This design comes from an exercise in tuning for small area on the open sky130 flow, not from production work.
Only simulation tests tie the RTL to the original design; equivalence was not proved.
Power and IR drop assume default switching activity.

// calculator_top
module calculator_top (
    input clk,
    input reset,
    input [3:0] row,
    output [3:0] col,
    output [7:0] result,
    output [3:0] op_display
);
Settings: LEC_CHECK=0, ABC_AREA=1, CAP_MARGIN=20, CORE_MARGIN=2, CORE_UTILIZATION=40, CTS_BUF_LIST=sky130_fd_sc_hd__clkbuf_8, SLEW_MARGIN=20; clock period 30.0 ns.
standard.sh (not shown) runs the stock make flow with config.mk's settings and CLKGATE_MAP_FILE= SYNTH_SCRIPT=/design/flow/synth_recipe.tcl, a recipe that flattens the netlist after the stock synthesis.
==> flow/flow/run.sh <==
#!/bin/bash
# Layout flow: the standard synthesis, then a re-mapping of the combinational logic
# for area (flip-flops untouched), then the standard ORFS flow from the new netlist.
set -euo pipefail
HERE=$(pwd)
R=$HERE/orfs/results/$FLOW_PLATFORM/calculator_top/base
YOSYS=$FLOW_HOME/../tools/install/yosys/bin/yosys
LIB=$FLOW_HOME/platforms/$FLOW_PLATFORM/lib/sky130_fd_sc_hd__tt_025C_1v80.lib

bash standard.sh synth > log_synth.log 2>&1
cp $R/1_2_yosys.v $HERE/netlist_std.v

DU=$(sed 's/^/-dont_use /' flow/dontuse.txt | tr '\n' ' ')
# several seeds of ABC's deep synthesis; keep the smallest result
best=""; bestA=1e12
for S in 0 1 2 3 4; do
  if [ $S = 0 ]; then cp flow/area_plain.abc area_0.abc; else sed "s/SEED/$S/g" flow/area.abc > area_$S.abc; fi
  cat > resynth_$S.ys <<YS
read_liberty -ignore_miss_func $LIB
read_verilog $HERE/netlist_std.v
hierarchy -top $FLOW_TOP
setattr -mod -set keep_hierarchy 1 sky130_fd_sc_hd__df* sky130_fd_sc_hd__edf*
flatten
opt_clean -purge
abc -liberty $LIB $DU -script $HERE/area_$S.abc $FLOW_TOP
opt_clean -purge $FLOW_TOP
hilomap -singleton -hicell sky130_fd_sc_hd__conb_1 HI -locell sky130_fd_sc_hd__conb_1 LO $FLOW_TOP
insbuf -buf sky130_fd_sc_hd__buf_4 A X $FLOW_TOP
tee -o $HERE/resynth_stat_$S.txt stat -liberty $LIB $FLOW_TOP
select $FLOW_TOP
write_verilog -noattr -nohex -nodec -selected $HERE/netlist_area_$S.v
YS
  $YOSYS -s resynth_$S.ys > log_resynth_$S.log 2>&1 &
done
wait || true
for S in 0 1 2 3 4; do
  if [ -f netlist_area_$S.v ] && [ -f resynth_stat_$S.txt ]; then
    A=$(grep -i "chip area" resynth_stat_$S.txt | awk '{print $NF}')
    if python3 -c "import sys; sys.exit(0 if float('$A') < float('$bestA') else 1)"; then bestA=$A; best=$S; fi
  fi
done
echo "best seed $best area $bestA" > resynth_choice.txt
if [ -n "$best" ]; then cp netlist_area_$best.v netlist_area.v; else cp netlist_std.v netlist_area.v; fi

# keep the standard netlist if the re-mapping lost or renamed any flip-flop
grep "sky130_fd_sc_hd__\(df\|edf\)" netlist_std.v | sort > ff_std.txt
grep "sky130_fd_sc_hd__\(df\|edf\)" netlist_area.v | sort > ff_area.txt
if cmp -s ff_std.txt ff_area.txt; then
  cp netlist_area.v $R/1_2_yosys.v
  rm -f $R/1_synth.odb $R/1_synth.sdc
  bash standard.sh synth > log_synth_odb.log 2>&1
fi
export BUFFER_PORTS_ARGS="-buffer_cell sky130_fd_sc_hd__buf_1"
if [ -f flow/cts_args.txt ]; then export CTS_ARGS="$(cat flow/cts_args.txt)"; fi
bash standard.sh finish > log_finish.log 2>&1
==> flow/flow/area.abc <==
strash
&get -n
&deepsyn -T 40 -S SEED
&deepsyn -T 40 -S 1SEED
&deepsyn -T 40 -S 2SEED
&deepsyn -T 40 -S 3SEED
&put
strash
&get -n
&dch -f
&nf -R 1000 -a
&put
topo
Other scripts of this flow, unchanged in this note and not shown: flow/flow/area_plain.abc, flow/flow/cts_args.txt, flow/flow/dontuse.txt
Then changed:
--- a/flow/flow/run.sh
+++ b/flow/flow/run.sh
@@ -14,5 +14,6 @@
 # several seeds of ABC's deep synthesis; keep the smallest result
 best=""; bestA=1e12
-for S in 0 1 2 3 4; do
+for S in 0 1 2 3 4 5 6 7 8; do
+  while [ $(jobs -r | wc -l) -ge 4 ]; do sleep 2; done
   if [ $S = 0 ]; then cp flow/area_plain.abc area_0.abc; else sed "s/SEED/$S/g" flow/area.abc > area_$S.abc; fi
   cat > resynth_$S.ys <<YS
@@ -34,5 +35,5 @@
 done
 wait || true
-for S in 0 1 2 3 4; do
+for S in 0 1 2 3 4 5 6 7 8; do
   if [ -f netlist_area_$S.v ] && [ -f resynth_stat_$S.txt ]; then
     A=$(grep -i "chip area" resynth_stat_$S.txt | awk '{print $NF}')
--- a/flow/flow/area.abc
+++ b/flow/flow/area.abc
@@ -5,4 +5,6 @@
 &deepsyn -T 40 -S 2SEED
 &deepsyn -T 40 -S 3SEED
+&deepsyn -T 40 -S 4SEED
+&deepsyn -T 40 -S 5SEED
 &put
 strash
Effect: Sequential cell count is unchanged; core utilization hardly moves; setup slack is worse by 0.030 ns.

calculator_top, a different RTL version from the one above (not shown whole).
For scale: ~220 cells after synthesis.
export LEC_CHECK = 0
export ABC_AREA = 1
export CAP_MARGIN = 20
export CORE_MARGIN = 2
export CORE_UTILIZATION = 40
export CTS_BUF_LIST = sky130_fd_sc_hd__clkbuf_8
export SLEW_MARGIN = 20
create_clock -name core_clock -period 30.0 [get_ports {clk}]
==> flow/flow/run.sh <==
#!/bin/bash
# Layout flow: the standard synthesis, then a re-mapping of the combinational logic
# for area (flip-flops untouched), then the standard ORFS flow from the new netlist.
set -euo pipefail
HERE=$(pwd)
R=$HERE/orfs/results/$FLOW_PLATFORM/calculator_top/base
YOSYS=$FLOW_HOME/../tools/install/yosys/bin/yosys
LIB=$FLOW_HOME/platforms/$FLOW_PLATFORM/lib/sky130_fd_sc_hd__tt_025C_1v80.lib

bash standard.sh synth > log_synth.log 2>&1
cp $R/1_2_yosys.v $HERE/netlist_std.v

DU=$(sed 's/^/-dont_use /' flow/dontuse.txt | tr '\n' ' ')
# several seeds of ABC's deep synthesis; keep the smallest result
best=""; bestA=1e12
for S in 1 2 3 4; do
  sed "s/SEED/$S/" flow/area.abc > area_$S.abc
  cat > resynth_$S.ys <<YS
read_liberty -ignore_miss_func $LIB
read_verilog $HERE/netlist_std.v
hierarchy -top $FLOW_TOP
setattr -mod -set keep_hierarchy 1 sky130_fd_sc_hd__df* sky130_fd_sc_hd__edf*
flatten
opt_clean -purge
abc -liberty $LIB $DU -script $HERE/area_$S.abc $FLOW_TOP
opt_clean -purge $FLOW_TOP
hilomap -singleton -hicell sky130_fd_sc_hd__conb_1 HI -locell sky130_fd_sc_hd__conb_1 LO $FLOW_TOP
insbuf -buf sky130_fd_sc_hd__buf_4 A X $FLOW_TOP
tee -o $HERE/resynth_stat_$S.txt stat -liberty $LIB $FLOW_TOP
select $FLOW_TOP
write_verilog -noattr -nohex -nodec -selected $HERE/netlist_area_$S.v
YS
  $YOSYS -s resynth_$S.ys > log_resynth_$S.log 2>&1 &
done
wait || true
for S in 1 2 3 4; do
  if [ -f netlist_area_$S.v ] && [ -f resynth_stat_$S.txt ]; then
    A=$(grep -i "chip area" resynth_stat_$S.txt | awk '{print $NF}')
    if python3 -c "import sys; sys.exit(0 if float('$A') < float('$bestA') else 1)"; then bestA=$A; best=$S; fi
  fi
done
echo "best seed $best area $bestA" > resynth_choice.txt
if [ -n "$best" ]; then cp netlist_area_$best.v netlist_area.v; else cp netlist_std.v netlist_area.v; fi

# keep the standard netlist if the re-mapping lost or renamed any flip-flop
grep "sky130_fd_sc_hd__\(df\|edf\)" netlist_std.v | sort > ff_std.txt
grep "sky130_fd_sc_hd__\(df\|edf\)" netlist_area.v | sort > ff_area.txt
if cmp -s ff_std.txt ff_area.txt; then
  cp netlist_area.v $R/1_2_yosys.v
  rm -f $R/1_synth.odb $R/1_synth.sdc
  bash standard.sh synth > log_synth_odb.log 2>&1
fi
export BUFFER_PORTS_ARGS="-buffer_cell sky130_fd_sc_hd__buf_1"
if [ -f flow/cts_args.txt ]; then export CTS_ARGS="$(cat flow/cts_args.txt)"; fi
bash standard.sh finish > log_finish.log 2>&1
==> flow/flow/cts_args.txt <==
-buf_list sky130_fd_sc_hd__clkbuf_8 -root_buf sky130_fd_sc_hd__clkbuf_8 -dont_use_dummy_load -sink_clustering_size 30 -sink_clustering_max_diameter 200
Other scripts of this flow, unchanged in this note and not shown: flow/flow/area.abc, flow/flow/dontuse.txt
Next try:
==> flow/flow/cts_args.txt (replaced) <==
-buf_list sky130_fd_sc_hd__clkbuf_16 -root_buf sky130_fd_sc_hd__clkbuf_16 -dont_use_dummy_load -sink_clustering_size 30
Power is higher by 5.7%.
First-iteration DRC count is higher by 34%.
Via count is higher by 3.2%.
Worst setup slack barely changes.
Final area is higher by 1.9%.
Worst hold slack loses 0.0047 ns.
Synthesized cell count does not change.

## re-timing with driven ports
No port has a modelled driver above. Below, the same layouts with a new extraction and two added sets of constraints. Step 1 assumes that a clkbuf_16 drives the clock port and a buf_2 every other input. Step 2 times the ports against the registers' clock, not the clock port: input delays grow and output delays shrink by t, the midpoint of the rising clock arrivals with the driver on. Slacks: no drivers / after step 1 / after step 2; pairs: no drivers / after step 1.
| run | shift t [ns] | setup WS [ns] | worst setup path at the end | worst register clock-pin slew, ns |
|---|---|---|---|---|
| the first run of note 1 | 0.291 | 22.867 / 22.840 / 23.131 | register to output | 0.08 / 0.08 |
| the second run of note 1 | 0.281 | 22.836 / 22.815 / 23.096 | register to output | 0.09 / 0.09 |
| the first run of note 2 | 0.290 | 22.813 / 22.787 / 23.077 | register to output | 0.08 / 0.08 |
| the second run of note 2 | 0.287 | 22.811 / 22.781 / 23.068 | register to output | 0.06 / 0.06 |
After both steps every run listed still meets setup and hold.
